What follows belongs to an exercise in optimizing a design on an open flow for small area, a short achievable clock period and few clock cycles per item; a production flow would make more cautious choices.
Only simulation tests tie the RTL to the original design; equivalence was not proved.
Power is estimated from default activity; no workload was simulated.

--- flow/constraint.sdc ---
create_clock -name core_clock -period 9.0 [get_ports {clk}]
set_input_delay 1.8000 -clock core_clock [delete_from_list [all_inputs] [get_ports {clk}]]
set_output_delay 1.8000 -clock core_clock [all_outputs]
set_load 0.01 [all_outputs]
--- flow/design.v ---
`timescale 1ns / 1ps
module mont_stage #(parameter W = 515) (
    input  wire [W-1:0] s_in,
    input  wire [W-1:0] c_in,
    input  wire         cl_in,
    input  wire [W:0]   pa,
    input  wire         neg,
    input  wire [W:0]   pq,
    output wire [W-1:0] s_out,
    output wire [W-1:0] c_out,
    output wire         cl_out);
    wire [W:0]   sx  = {1'b0, s_in};
    wire [W:0]   cx  = {1'b0, c_in};
    wire [W:0]   s1  = sx ^ cx ^ pa;
    wire [W:0]   c1  = (sx & cx) | (sx & pa) | (cx & pa);
    wire [W+1:0] c1s = {c1, neg};
    wire [W+1:0] s1x = {1'b0, s1};
    wire [W+1:0] pqx = {1'b0, pq};
    wire [W+1:0] s2  = s1x ^ c1s ^ pqx;
    wire [W+1:0] c2  = (s1x & c1s) | (s1x & pqx) | (c1s & pqx);
    assign s_out  = s2[W+1:2];
    assign c_out  = c2[W:1];
    assign cl_out = s2[0] | s2[1] | c2[0] | cl_in;
endmodule
`timescale 1ns / 1ps
module rsa_core (
    input  wire         clk,
    input  wire         rst,
    input  wire         start,
    input  wire         enc,
    input  wire [511:0] msg,
    input  wire [511:0] expo,
    input  wire [511:0] nmod,
    input  wire [511:0] r2,
    output reg          finish,
    output wire [511:0] result);
    localparam W  = 515;    
    localparam CW = 130;    
    localparam ST_IDLE  = 4'd0;
    localparam ST_LDA   = 4'd1;
    localparam ST_LDX   = 4'd2;
    localparam ST_PRIM1 = 4'd3;
    localparam ST_PRIM2 = 4'd4;
    localparam ST_ITER  = 4'd5;
    localparam ST_CNV   = 4'd6;
    localparam ST_WAIT  = 4'd7;
    localparam ST_ONE   = 4'd8;
    localparam ST_CORR  = 4'd9;
    localparam ST_DONE  = 4'd10;
    localparam OP_C1  = 3'd0;   
    localparam OP_C2  = 3'd1;   
    localparam OP_SQ  = 3'd2;   
    localparam OP_MU  = 3'd3;   
    localparam OP_FIN = 3'd4;   
    reg [3:0] st;
    reg [2:0] op;
    reg [1:0] k;
    reg [7:0] it;
    reg [7:0] fi;
    reg       first;
    reg [519:0] A;
    reg [519:0] X;
    reg [W-1:0] S;
    reg [W-1:0] C;
    reg         cl;
    reg         cy;
    assign result = A[511:0];
    reg [8:0] eidx, eidx1, eidx2;
    reg [7:0] e8;
    reg       ebit;
    reg       ev1, ev2, siss, scanning, found;
    reg [8:0] top;
    reg [8:0] cur;
    integer j;
    always @(posedge clk) begin
        for (j = 0; j < 8; j = j + 1)
            e8[j] <= expo[64*j + eidx[5:0]];
        eidx1 <= eidx;
        ebit  <= e8[eidx1[8:6]];
        eidx2 <= eidx1;
    end
    wire [515:0] Abits = {A[513], A[513], A[513:0]};
    wire [515:0] Xbits = {X[513], X[513], X[513:0]};
    wire         src_a   = (op == OP_SQ);
    wire         src_one = (op == OP_FIN);
    wire         fi_ok   = (fi <= 8'd128);
    wire [3:0]   ga = Abits[4*fi +: 4];
    wire [3:0]   gx = Xbits[4*fi +: 4];
    wire         gsign = src_a ? A[513] : X[513];
    wire [3:0]   gfetch = !fi_ok ? {4{gsign & ~src_one}} :
                          src_one ? ((fi == 8'd0) ? 4'b0001 : 4'b0000) :
                          src_a ? ga : gx;
    reg [3:0] gn;     
    reg       gnp;    
    reg d0s1, d0s2, d0n, d1s1, d1s2, d1n;
    reg q0s1, q0s2, q0n;
    wire n0s1 = gn[0] ^ gnp;
    wire n0s2 = (gn[1] & ~gn[0] & ~gnp) | (~gn[1] & gn[0] & gnp);
    wire n0n  = gn[1] & ~(gn[0] & gnp);
    wire n1s1 = gn[2] ^ gn[1];
    wire n1s2 = (gn[3] & ~gn[2] & ~gn[1]) | (~gn[3] & gn[2] & gn[1]);
    wire n1n  = gn[3] & ~(gn[2] & gn[1]);
    wire [515:0] B  = {A[513], A[513], A[513:0]};
    wire [513:0] Mx = {2'b00, nmod};
    wire [515:0] pa0r = (({516{d0s1}} & B) | ({516{d0s2}} & {B[514:0], 1'b0})) ^ {516{d0n}};
    wire [515:0] pa0  = {~pa0r[515], pa0r[514:0]};
    wire [515:0] pa1r = (({516{d1s1}} & B) | ({516{d1s2}} & {B[514:0], 1'b0})) ^ {516{d1n}};
    wire [515:0] pa1  = {~pa1r[515], pa1r[514:0]};
    wire [513:0] pq0l = ({514{q0s1}} & (Mx ^ {{513{q0n}}, 1'b0})) | ({514{q0s2}} & {Mx[512:0], 1'b0});
    wire [515:0] pq0  = first ? {~q0n, q0n, pq0l} : {1'b0, ~q0n, pq0l};
    wire [W-1:0] s1o, c1o;
    wire         cl1o;
    mont_stage #(.W(W)) stage0 (
        .s_in(S), .c_in(C), .cl_in(cl),
        .pa(pa0), .neg(d0n), .pq(pq0),
        .s_out(s1o), .c_out(c1o), .cl_out(cl1o));
    wire [1:0] L1 = s1o[1:0] + c1o[1:0] + pa1[1:0] + {1'b0, cl1o} + {1'b0, d1n};
    wire q1s1 = L1[0];
    wire q1s2 = L1[1] & ~L1[0];
    wire q1n  = L1[0] & (L1[1] == nmod[1]);
    wire [513:0] pq1l = ({514{q1s1}} & (Mx ^ {{513{q1n}}, 1'b0})) | ({514{q1s2}} & {Mx[512:0], 1'b0});
    wire [515:0] pq1  = {1'b0, ~q1n, pq1l};
    wire [W-1:0] s2o, c2o;
    wire         cl2o;
    mont_stage #(.W(W)) stage1 (
        .s_in(s1o), .c_in(c1o), .cl_in(cl1o),
        .pa(pa1), .neg(d1n), .pq(pq1),
        .s_out(s2o), .c_out(c2o), .cl_out(cl2o));
    wire [1:0] pa0n = (({2{n0s1}} & B[1:0]) | ({2{n0s2}} & {B[0], 1'b0})) ^ {2{n0n}};
    wire       iter = (st == ST_ITER);
    wire [1:0] Ln = (iter ? (s2o[1:0] + c2o[1:0] + {1'b0, cl2o}) : 2'b00) + pa0n + {1'b0, n0n};
    wire qns1 = Ln[0];
    wire qns2 = Ln[1] & ~Ln[0];
    wire qnn  = Ln[0] & (Ln[1] == nmod[1]);
    wire [519:0] r2e = {8'b0, r2};
    wire [519:0] mse = {8'b0, msg};
    wire [519:0] nme = {8'b0, nmod};
    wire [CW-1:0] op1 = (st == ST_CNV)  ? S[CW-1:0] :
                        (st == ST_CORR) ? A[CW-1:0] : {CW{1'b0}};
    wire [CW-1:0] op2 = (st == ST_CNV)  ? C[CW-1:0] :
                        (st == ST_LDA)  ? r2e[CW*k +: CW] :
                        (st == ST_LDX)  ? mse[CW*k +: CW] :
                        (st == ST_CORR) ? nme[CW*k +: CW] : {CW{1'b0}};
    wire          cin = (k == 2'd0) ? ((st == ST_CNV) ? cl : (st == ST_ONE)) : cy;
    wire [CW:0]   sum = {1'b0, op1} + {1'b0, op2} + {{CW{1'b0}}, cin};
    wire cnv_a = (op != OP_C1);
    wire cnv_x = (op == OP_C1) || (op == OP_C2);
    wire a_we = (st == ST_LDA) || (st == ST_ONE) || (st == ST_CORR) || ((st == ST_CNV) && cnv_a);
    wire x_we = (st == ST_LDX) || ((st == ST_CNV) && cnv_x);
    always @(posedge clk) begin
        if (a_we) A <= {sum[CW-1:0], A[519:CW]};
        if (x_we) X <= {sum[CW-1:0], X[519:CW]};
        cy <= sum[CW];
        if (iter) begin
            S  <= s2o;
            C  <= c2o;
            cl <= cl2o;
        end else begin
            S  <= {{CW{1'b0}}, S[W-1:CW]};
            C  <= {{CW{1'b0}}, C[W-1:CW]};
            cl <= 1'b0;
        end
    end
    always @(posedge clk) begin
        if (st == ST_PRIM1) begin
            gn  <= gfetch;
            gnp <= 1'b0;
            fi  <= fi + 8'd1;
        end else if (st == ST_PRIM2 || iter) begin
            d0s1 <= n0s1; d0s2 <= n0s2; d0n <= n0n;
            d1s1 <= n1s1; d1s2 <= n1s2; d1n <= n1n;
            q0s1 <= qns1; q0s2 <= qns2; q0n <= qnn;
            gnp <= gn[3];
            gn  <= gfetch;
            fi  <= fi + 8'd1;
        end else begin
            fi  <= 8'd0;
        end
        first <= (st == ST_PRIM2);
    end
    wire [7:0] it_last = (op == OP_C2) ? 8'd253 : 8'd128;
    wire       zsign   = sum[513 - 3*CW];    
    always @(posedge clk) begin
        finish <= 1'b0;
        if (rst) begin
            st       <= ST_IDLE;
            scanning <= 1'b0;
            siss     <= 1'b0;
            ev1      <= 1'b0;
            ev2      <= 1'b0;
        end else begin
            ev1 <= siss;
            ev2 <= ev1;
            if (siss) begin
                eidx <= eidx - 9'd1;
                if (eidx == 9'd0) siss <= 1'b0;
            end
            if (scanning && ev2) begin
                if (ebit) begin
                    scanning <= 1'b0;
                    siss     <= 1'b0;
                    ev1      <= 1'b0;
                    ev2      <= 1'b0;
                    found    <= 1'b1;
                    top      <= eidx2;
                end else if (eidx2 == 9'd0) begin
                    scanning <= 1'b0;
                    found    <= 1'b0;
                end
            end
            case (st)
            ST_IDLE: begin
                if (start) begin
                    st       <= ST_LDA;
                    k        <= 2'd0;
                    scanning <= 1'b1;
                    siss     <= 1'b1;
                    ev1      <= 1'b0;
                    ev2      <= 1'b0;
                    found    <= 1'b0;
                    eidx     <= enc ? 9'd15 : 9'd511;
                end
            end
            ST_LDA: begin
                k <= k + 2'd1;
                if (k == 2'd3) st <= ST_LDX;
            end
            ST_LDX: begin
                k <= k + 2'd1;
                if (k == 2'd3) begin
                    st <= ST_PRIM1;
                    op <= OP_C1;
                end
            end
            ST_PRIM1: st <= ST_PRIM2;
            ST_PRIM2: begin
                st <= ST_ITER;
                it <= 8'd0;
            end
            ST_ITER: begin
                it <= it + 8'd1;
                if (it == it_last) begin
                    st <= ST_CNV;
                    k  <= 2'd0;
                end
            end
            ST_CNV: begin
                k <= k + 2'd1;
                if (k == 2'd3) begin
                    case (op)
                    OP_C1: begin
                        op <= OP_C2;
                        st <= ST_PRIM1;
                    end
                    OP_C2: st <= ST_WAIT;
                    OP_SQ: begin
                        if (ebit) begin
                            op <= OP_MU;
                            st <= ST_PRIM1;
                        end else if (cur == 9'd0) begin
                            op <= OP_FIN;
                            st <= ST_PRIM1;
                        end else begin
                            cur  <= cur - 9'd1;
                            eidx <= cur - 9'd1;
                            op   <= OP_SQ;
                            st   <= ST_PRIM1;
                        end
                    end
                    OP_MU: begin
                        if (cur == 9'd0) begin
                            op <= OP_FIN;
                        end else begin
                            cur  <= cur - 9'd1;
                            eidx <= cur - 9'd1;
                            op   <= OP_SQ;
                        end
                        st <= ST_PRIM1;
                    end
                    default: begin   
                        if (zsign) begin
                            st <= ST_CORR;
                        end else begin
                            st     <= ST_IDLE;
                            finish <= 1'b1;
                        end
                    end
                    endcase
                end
            end
            ST_WAIT: begin
                if (!scanning) begin
                    if (!found) begin
                        st <= ST_ONE;
                        k  <= 2'd0;
                    end else if (top == 9'd0) begin
                        op <= OP_FIN;
                        st <= ST_PRIM1;
                    end else begin
                        cur  <= top - 9'd1;
                        eidx <= top - 9'd1;
                        op   <= OP_SQ;
                        st   <= ST_PRIM1;
                    end
                end
            end
            ST_ONE, ST_CORR: begin
                k <= k + 2'd1;
                if (k == 2'd3) begin
                    st     <= ST_IDLE;
                    finish <= 1'b1;
                end
            end
            default: st <= ST_IDLE;
            endcase
        end
    end
endmodule
`timescale 1ns / 1ps
module rsa_wrapper #(parameter N = 512, parameter LOGN = 9)
(
    input           clk,
    input           resetn,
    input  [  31:0] arm_to_fpga_cmd,
    input           arm_to_fpga_cmd_valid,
    output          fpga_to_arm_done,
    input           fpga_to_arm_done_read,
    input           arm_to_fpga_data_valid,
    output          arm_to_fpga_data_ready,
    input  [N-1:0] arm_to_fpga_data,
    output          fpga_to_arm_data_valid,
    input           fpga_to_arm_data_ready,
    output [N-1:0] fpga_to_arm_data);
    reg st_idle, st_rd, st_wr, st_comp, st_done;
    reg [2:0] slot;
    wire cmd_go   = st_idle & arm_to_fpga_cmd_valid;
    wire start    = cmd_go & arm_to_fpga_cmd[0];
    wire core_fin;
    always @(posedge clk) begin
        if (resetn == 1'b0) begin
            st_idle <= 1'b1;
            st_rd   <= 1'b0;
            st_wr   <= 1'b0;
            st_comp <= 1'b0;
            st_done <= 1'b0;
            slot    <= 3'd0;
        end else begin
            if (cmd_go) begin
                st_idle <= 1'b0;
                case (arm_to_fpga_cmd[1:0])
                    2'd0:    st_rd   <= 1'b1;
                    2'd2:    st_wr   <= 1'b1;
                    default: st_comp <= 1'b1;
                endcase
            end
            if (st_rd & arm_to_fpga_data_valid) begin
                st_rd   <= 1'b0;
                st_done <= 1'b1;
                slot    <= (slot == 3'd4) ? 3'd0 : slot + 3'd1;
            end
            if (st_wr & fpga_to_arm_data_ready) begin
                st_wr   <= 1'b0;
                st_done <= 1'b1;
            end
            if (st_comp & core_fin) begin
                st_comp <= 1'b0;
                st_done <= 1'b1;
            end
            if (st_done & fpga_to_arm_done_read) begin
                st_done <= 1'b0;
                st_idle <= 1'b1;
            end
        end
    end
    reg [N-1:0] msg, expo, nmod, r2;
    always @(posedge clk) begin
        if (st_rd && slot == 3'd0) msg  <= arm_to_fpga_data;
        if (st_rd && slot == 3'd1) expo <= arm_to_fpga_data;
        if (st_rd && slot == 3'd2) nmod <= arm_to_fpga_data;
        if (st_rd && slot == 3'd4) r2   <= arm_to_fpga_data;
    end
    rsa_core core (
        .clk    (clk),
        .rst    (~resetn),
        .start  (start),
        .enc    (~arm_to_fpga_cmd[1]),
        .msg    (msg),
        .expo   (expo),
        .nmod   (nmod),
        .r2     (r2),
        .finish (core_fin),
        .result (fpga_to_arm_data));
    assign fpga_to_arm_done       = st_done;
    assign arm_to_fpga_data_ready = st_rd;
    assign fpga_to_arm_data_valid = st_wr;
endmodule
--- flow/run.sh ---
#!/bin/bash
# synth_recipe.tcl (not shown) runs the flow's synth.tcl, then flattens the netlist and writes it again
# the make line also repeats each setting of config.mk as NAME=value (left out here)
make -C /OpenROAD-flow-scripts/flow DESIGN_CONFIG=/design/flow/config.mk WORK_HOME=/design/flow/orfs CLKGATE_MAP_FILE= SYNTH_SCRIPT=/design/flow/synth_recipe.tcl finish
--- flow/config.mk ---
export PLATFORM = sky130hd
export DESIGN_NAME = rsa_wrapper
export DESIGN_NICKNAME = rsa_wrapper
export VERILOG_FILES = /design/flow/design.v
export SDC_FILE = /design/flow/constraint.sdc
export NUM_CORES = 8
export LEC_CHECK = 0
export CAP_MARGIN = 30
export CORE_MARGIN = 2
export CORE_UTILIZATION = 35
export SETUP_SLACK_MARGIN = 0.3
export SLEW_MARGIN = 50
==> results.yml, run 1 <==
status:
  outcome: "complete, no violations"
critical_path:
  critical_path_cell_count: 18
  cp_cell_sequence: "buf_12 -> buf_4 -> mux4_2 -> o21ai_0 -> o21ai_0 -> ha_1 -> a21o_1 -> a21oi_1 -> o21bai_1 -> a211oi_1 -> o21ai_0 -> a21oi_1 -> a21oi_1 -> o211ai_1 -> a31oi_1 -> o21a_1 -> nor2_1 -> xnor2_1"
  critical-path-top-delay-family: "compound AO/OA/AOI/OAI gates"
  reg2regPathDepth: 18
  rrSetupSlack_ns: 1.46
  worstPathBufferInverterCount: 2
  r2r-start: "core.k[0]"
  critical_path.startpoint: "core.k[0]"
  worstReg2RegEnd: "core.X[517]"
  endpoint_kind: "flip-flop"
  crit_path_max_fanout: 30
  critical-path-max-stage-delay_ns: 0.71
  worst_setup_path_start_kind: "flip-flop"
  cell_at_the_slowest_stage_of_the_critical_path: "sky130_fd_sc_hd__edfxtp_1"
  timing.setup.critical_path_class: "reg -> reg"
  worst_ep_required_time_ns: 9.85
  cp_data_arrival_time_ns: 8.38
timing:
  rsz0062_at_grt: "no"
  timing.final.hold_violations: 0
  setup_viol: 0
  maxSlewHeadroom_pct: 45.7
  timing.final.ws_setup_ns: 1.46
  final_max_slew_viol_count: 0
  tightestPinTransition_ns: 0.807
  fmax_mhz: 133
  final.hold.worst_slack_ns: 0.320
  fin_setup_tns_ns: 0
  fin_worst_skew_ns: 0.0918
  final_critical_path_time_including_i_o_delays_and_setup_ns: 7.54
  post_route_clock_period_utilization_pct: 83.8
synth:
  synthFlopType: "sky130_fd_sc_hd__edfxtp_1"
  synth_fp_nets: 23700
  synthesis.area_um2: 253000
  ys_seq_area_share_pct: 45.9
  synthTopCellsByArea: "sky130_fd_sc_hd__edfxtp_1 (37%), sky130_fd_sc_hd__fa_1 (16%), sky130_fd_sc_hd__dfxtp_1 (8.6%), sky130_fd_sc_hd__mux4_2 (6.2%), sky130_fd_sc_hd__xnor2_1 (5.6%)"
  synthDominantAreaCellType: "sky130_fd_sc_hd__edfxtp_1"
  synth_async_sr_flop_share_pct: 0
  synth_edf_count: 3142
  syn_area_per_cell_um2: 12.1
  synthDominantCellAreaShare_pct: 37.3
  synth.lib_cells_used.distinct: 91
  synth-warning-count: 2
  synthesis.instances: 21000
  synth.ff_latch_count: 4227
pwr:
  p_total_w: 0.0779
  vdd.ir_drop.worst_uv: 363
  p_per_area_nw_per_um2: 270
  leakage_nw: 107
route:
  vias_per_cell: 5.50
  drc: 0
  drt-total-wl_um: 963000
  drtAntennaViolNets: 0
  avgRoutedWirePerCell_um: 30.9
  detailroute.via_count: 171000
  drt-initial-drc-count: 20100
  drtPass1Iterations: 9
clocking:
  ctsLongestPathBuffers: 4
  tritoncts_num_sinks: 4227
  cts_post_setup_buffers_inserted: 0
  post_cts_hold_buffer_count: 0
  worstSkewPairLatency_ns: 1.15
  ctsHtreeMaxLevel: 5
  numCtsBuffers: 470
  cts.root.buffer_cell: "sky130_fd_sc_hd__clkbuf_16"
  cts_tree: "built"
  post_cts.resized_instances: 0
  cts.reportedPaths.clkPinSlew_ns: 0.07
layout:
  final_net_count: 23900
  share_of_cells_above_drive_strength_1_pct: 9.37
  syn2layout_area_growth_pct: 14.0
  final_standard_cell_utilization_of_the_core_pct: 40.0
hold_path:
  holdPathEnd: "core.eidx2[1]"
  worst_hold_path.num_cells: 0
  worstHoldPathType: "reg -> reg"
  hold_start: "core.eidx1[1]"
global_route:
  grt_max_degree: 133
  first_global_vias: 171000
  grt.overflow.total: 0
  number_of_antenna_violations_at_the_first_check_in_global_routing: 73
  first_pass_grt_wire_length_um: 1340000
  grt.total_usage_pct: 25.7
floorplanning:
  floorplan.initialDensity_pct: 35.1
  fp.coreArea_um2: 721000
  std_cell_rows: 312
  die_h_um: 854
  fp.dieW_um: 854
  dieArea_um2: 729000
  boundaryPins: 1065
run:
  max-cap-violations: 0
place:
  io_buffers: 1034
  finalWeightedCongestion: 0.972
  post_place_setup_slack_ns: 1.76
  dpl.hpwl_um: 721000
## worst reg2reg max path, delay by kind of cell, from the launching register on
kind / cells / cell delay, ns
adders and majority gates: 1 / 0.53
and+or+nand+nor: 1 / 0.05
buffers and inverters: 2 / 0.97
muxes: 1 / 0.66
xor gates and xnor gates: 1 / 0.33
AOI/OAI and AO/OA: 12 / 4.00
DFF: 1 / 0.71
## worst max path at each step
| stage | end | slack, ns |
|---|---|---|
| after floorplan | core.A[0] | -17.43 |
| after global placement | core.X[517] | 1.20 |
| after detailed placement | core.X[512] | 1.76 |
| after CTS | core.A[512] | 1.71 |
| after global routing | core.q0n | 1.33 |
| final | core.X[517] | 1.46 |
## cells by family after synthesis
group,count (synthesis),synth area share [%]
flops,4227,45.9
simple gates,4182,6.77
buf+inv,3935,6.66
compound gates,3351,9.08
xor+xnor,2213,7.67
fa+ha+maj,2211,17.1
mux,858,6.85
## where the power goes
part	switching [W]	internal, W	total (W)	leakage, nW
clock	0.00894	0.0113	0.0203	7.64
combinational	0.0196	0.0121	0.0317	61.8
sequential	0.00304	0.0229	0.0259	37.3
total	0.0316	0.0463	0.0779	107
## through the flow
step,std cells,cell area (um2)
3_3_place_gp,30100,270000
4_1_cts,31100,288000
6_report,31100,288000
5_1_grt,31100,288000
2_1_floorplan,21000,253000
3_5_place_dp,30200,272000
## final cells by class
type | count | area, um2
Fill cell | 68000 | 433000
Multi-Input combinational cell | 12800 | 120000
Sequential cell | 4227 | 116000
Timing Repair Buffer | 1472 | 15800
Clock buffer | 541 | 12200
Tap cell | 9577 | 12000
Inverter | 2127 | 8020
Clock inverter | 340 | 3800
Antenna cell | 26 | 65.1
## state kept, by name (all words and copies together) (netlist names), 9 cells and up
| name | cells |
|---|---|
| core.cur | 9 |
| core.top | 9 |
| nmod | 512 |
| core.C | 515 |
| msg | 512 |
| core.eidx | 9 |
| expo | 512 |
| core.eidx2 | 9 |
| core.eidx1 | 9 |
| core.X | 520 |
| core.A | 520 |
| r2 | 512 |
| core.S | 514 |
## cells in the final DEF (no fill, tap or decap), drive strengths merged, types with 267 or more instances in the layout
cell type / Yosys / routed
xnor2: 1630 / 1630
inv: 2125 / 2168
nand2: 3393 / 3393
a21oi: 267 / 267
and2: 276 / 276
fa: 2062 / 2062
buf: 856 / 442
o21ai: 747 / 747
mux4: 697 / 697
xor2: 583 / 583
clkbuf: 952 / 550
edfxtp: 3142 / 3142
a22oi: 1800 / 1800
dfxtp: 1085 / 1085
clkdlybuf4s50: 0 / 1021
## cell usage after synthesis, drive strengths merged (8+ instances only)
cell type / n
clkbuf: 952
nand2: 3393
fa: 2062
and2: 276
o211ai: 17
o221ai: 25
nor4: 13
nor2b: 23
nor2: 198
o22ai: 21
o21ai: 747
nand3: 85
inv: 2125
nand2b: 23
ha: 148
o21bai: 43
mux2i: 147
o21a: 12
o31ai: 10
mux4: 697
a221o: 11
dfxtp: 1085
a21o: 51
nor3: 35
a2111oi: 8
a22o: 128
xnor2: 1630
mux2: 14
a211oi: 26
a21boi: 9
a22oi: 1800
or3: 17
edfxtp: 3142
buf: 856
a31oi: 72
a221oi: 48
and3: 25
a21oi: 267
xor2: 583
nand4: 63
o22a: 9
## layer usage
| layer | track usage, % | vias up | wire [um] |
|---|---|---|---|
| met5 | 0 | - | 422 |
| met4 | 11.3 | 48 | 50300 |
| met3 | 7.07 | 1458 | 103000 |
| met2 | 39.2 | 8796 | 427000 |
| met1 | 34.4 | 89200 | 383000 |
| li1 | - | 71700 | - |
Testbench counts, summed over its fixed seeds: cycles 443,592, ops 12.
==> inputs of run 2 (changes only) <==
--- a/flow/config.mk
+++ b/flow/config.mk
@@ -6,7 +6,8 @@
 export NUM_CORES = 8
 export LEC_CHECK = 0
+export ABC_CLOCK_PERIOD_IN_PS = 3500
 export CAP_MARGIN = 30
 export CORE_MARGIN = 2
 export CORE_UTILIZATION = 35
-export SETUP_SLACK_MARGIN = 0.3
+export SETUP_SLACK_MARGIN = 5
 export SLEW_MARGIN = 50
==> run 2 against run 1 <==
Sequential share of layout area decreased by 4.2 points. Largest cell class unchanged. Clock power up 2%. Highest routed layer unchanged. Design area up 12%. Combinational power rose by 76%. Count of clock-buffer cells in the layout up 9. Critical endpoint is now core.q0n. Utilization up 4.7 points. Critical path type unchanged. Synthesized cell count is the same.
==> results.yml, run 2 <==
critical_path:
  critical-path-max-stage-delay_ns: 0.53
  critical-path-top-delay-family: "adder cells"
  worst_ep_required_time_ns: 9.91
  cp_data_arrival_time_ns: 7.44
  path_common_cell: "sky130_fd_sc_hd__fa_1"
  worst_setup_path_start_kind: "flip-flop"
  timing.setup.critical_path_class: "reg -> reg"
  cell_at_the_slowest_stage_of_the_critical_path: "sky130_fd_sc_hd__fa_1"
  crit_path_max_fanout: 5
  worstPathBufferInverterCount: 3
  endpoint_kind: "flip-flop"
clocking:
  cts.root.buffer_cell: "sky130_fd_sc_hd__clkbuf_16"
  numCtsBuffers: 473
  tritoncts_num_sinks: 4227
  worstSkewPairLatency_ns: 1.18
  cts_tree: "built"
  post_cts_hold_buffer_count: 0
  cts.reportedPaths.clkPinSlew_ns: 0.07
  ctsHtreeMaxLevel: 5
  ctsLongestPathBuffers: 4
synth:
  synthesis.area_um2: 253000
  synth_async_sr_flop_share_pct: 0
  yosysMostFrequentCell: "sky130_fd_sc_hd__nand2_1"
  area_share_of_and_or_nand_nor_cells_after_synthesis_pct: 6.77
  area_fraction_in_compound_gates_after_synthesis_pct: 9.08
  synthesis.instances: 21000
  synth_fp_nets: 23700
  syn_area_per_cell_um2: 12.1
  synth_edf_count: 3142
  synthDominantCellAreaShare_pct: 37.3
  synthDominantAreaCellType: "sky130_fd_sc_hd__edfxtp_1"
  synthFlopType: "sky130_fd_sc_hd__edfxtp_1"
  synth-warning-count: 2
  synth.area.mux_share_pct: 6.85
  main_combinational_cell_family_by_area_after_synthesis: "adder cells"
  yosys.area_share.adder_pct: 17.1
  synth_top_cells_by_count: "sky130_fd_sc_hd__nand2_1 (3393), sky130_fd_sc_hd__edfxtp_1 (3142), sky130_fd_sc_hd__inv_1 (2122), sky130_fd_sc_hd__fa_1 (2062), sky130_fd_sc_hd__a22oi_1 (1800)"
  ys_seq_area_share_pct: 45.9
  synthTopCellsByArea: "sky130_fd_sc_hd__edfxtp_1 (37%), sky130_fd_sc_hd__fa_1 (16%), sky130_fd_sc_hd__dfxtp_1 (8.6%), sky130_fd_sc_hd__mux4_2 (6.2%), sky130_fd_sc_hd__xnor2_1 (5.6%)"
  post_synth_xor_area_fraction_pct: 7.67
  synth.lib_cells_used.distinct: 91
  synth.ff_latch_count: 4227
timing:
  fin_setup_tns_ns: 0
  post_route_clock_period_utilization_pct: 72.5
  setup_viol: 0
  final_max_slew_viol_count: 0
  final_critical_path_time_including_i_o_delays_and_setup_ns: 6.52
  rsz0062_at_grt: "yes"
  maxSlewHeadroom_pct: 41.8
  tightestPinTransition_ns: 0.873
  timing.final.ws_setup_ns: 2.48
  fmax_mhz: 153
  fin_worst_skew_ns: 0.136
  final.hold.worst_slack_ns: 0.327
  timing.final.hold_violations: 0
route:
  drt-total-wl_um: 1100000
  drtPass1Iterations: 6
  vias_per_cell: 5.70
  drc: 0
  drt-initial-drc-count: 23500
  drtAntennaViolNets: 0
  detailroute.via_count: 185000
  avgRoutedWirePerCell_um: 33.9
run:
  max-cap-violations: 0
global_route:
  grt.total_usage_pct: 28.8
  first_global_vias: 183000
  grt_max_degree: 165
  number_of_antenna_violations_at_the_first_check_in_global_routing: 118
  first_pass_grt_wire_length_um: 1480000
  grt.overflow.total: 0
place:
  dpl.hpwl_um: 711000
  finalWeightedCongestion: 0.962
  postPlaceCellArea_um2: 272000
  io_buffers: 1034
  post_place_setup_slack_ns: 1.67
floorplanning:
  die_h_um: 854
  fp.dieW_um: 854
  dieArea_um2: 729000
  fp.coreArea_um2: 721000
  boundaryPins: 1065
  floorplan.initialDensity_pct: 35.1
  std_cell_rows: 312
layout:
  syn2layout_area_growth_pct: 27.3
  layout.cells.most_common_list: "sky130_fd_sc_hd__edfxtp_1 (3142), sky130_fd_sc_hd__nand2_1 (3027), sky130_fd_sc_hd__inv_1 (2112)"
  reg_top3: "core.A: 520 flops, core.X: 520 flops, core.C: 515 flops"
  post-route-cell-area_um2: 322000
  final_net_count: 25200
  final.fill_count: 64100
  share_of_cells_above_drive_strength_1_pct: 25.7
  mostFrequentLayoutCell: "sky130_fd_sc_hd__edfxtp_1"
hold_path:
  worstHoldPathType: "reg -> reg"
pwr:
  p_per_area_nw_per_um2: 314
  leakage_nw: 122
  vdd.ir_drop.worst_uv: 266
status:
  outcome: "complete, no violations"
==> run 2: cell counts after synthesis <==
No cell type changed its count.
==> run 2: worst paths after layout <==
kind                       from            end  slack [ns]  cells past startpoint
setup / recovery      core.d0s2       core.q0n        2.48                     25
hold reg to reg   core.eidx1[1]  core.eidx2[1]        0.33                      0
hold / removal    core.eidx1[1]  core.eidx2[1]        0.33                      0
setup reg to reg      core.d0s2       core.q0n        2.48                     25
==> run 2: area by class of cell <==
type	instances	area (um2)	area share, %
multi-input combinational	12800	135000	42.1
sequential	4227	116000	36.1
timing repair buffer	2775	33700	10.5
clock buffer	550	12300	3.81
tap	9577	12000	3.72
inverter	2127	8040	2.50
clock inverter	340	4060	1.26
timing repair inverter	7	148	0.0459
antenna	40	100	0.0311
==> run 2: repair_timing <==
item,in CTS,in global routing
gates cloned,161,43
gates resized for setup,3777,1468
pin swaps,792,1070
setup endpoints to repair,1924,1352
setup buffers,869,238
==> run 2: metrics by stage <==
stage	power, W	cells	utilization [%]
global placement	0.0570	30100	37.5
detailed placement	0.0576	30200	37.7
global route	0.105	32400	44.6
finish	0.101	32500	44.6
floorplan	0.0389	21000	-
CTS	0.0939	32100	43.2
==> run 2: kinds of logic (layout without fill, tap and decap cells) <==
family / after synthesis / in the layout
AOI/OAI and AO/OA: 3351 / 3351
buffers and inverters: 3935 / 5799
DFF: 4227 / 4227
and+or+nand+nor: 4182 / 4182
xor gates and xnor gates: 2213 / 2213
muxes: 858 / 858
adders and majority gates: 2211 / 2211
other: 0 / 40
==> run 2: per-layer routing <==
layer / wire, um / global-route usage, % / part of all wire [%] / up-vias
met2: 472000 / 42.6 / 43 / 11800
met4: 80600 / 16.4 / 7.3 / 72
li1: - / - / - / 74700
met3: 141000 / 9.23 / 13 / 2454
met5: 538 / 0 / 0.049 / -
met1: 405000 / 37.3 / 37 / 96000
==> run 2: power breakdown <==
part	switching, W	internal, W	leakage [nW]
logic	0.0313	0.0246	76.8
registers	0.00168	0.0229	37.3
clock network	0.00907	0.0117	7.81
total	0.0420	0.0592	122

[port drivers added, routing unchanged]
How much do the figures lean on ideal ports? The routed layouts below were timed once more, with nothing changed but the port constraints. Step 1 (the two cells are an assumption about what drives the block):
set clk [get_ports {clk}]
set_driving_cell -lib_cell sky130_fd_sc_hd__clkbuf_16 $clk
set_driving_cell -lib_cell sky130_fd_sc_hd__buf_2 [delete_from_list [all_inputs] $clk]
Step 2 adds t to the input delays and takes it off the output delays; t is the mean of the earliest and latest rising clock arrival at the registers after step 1. Input paths then give back, and output paths get back, about the clock's delay inside the block. a / b / c = no drivers / after step 1 / after step 2; a / b = the first two.
run	t (ns)	slack for setup (ns)	clock arrival spread, ns	cell pins on the clock port's net
run 1	1.246	1.462 / 1.462 / 1.462	0.094 / 0.094	1
run 2	1.261	2.476 / 2.476 / 2.476	0.138 / 0.138	1
After both steps setup and hold are still met in every run listed.
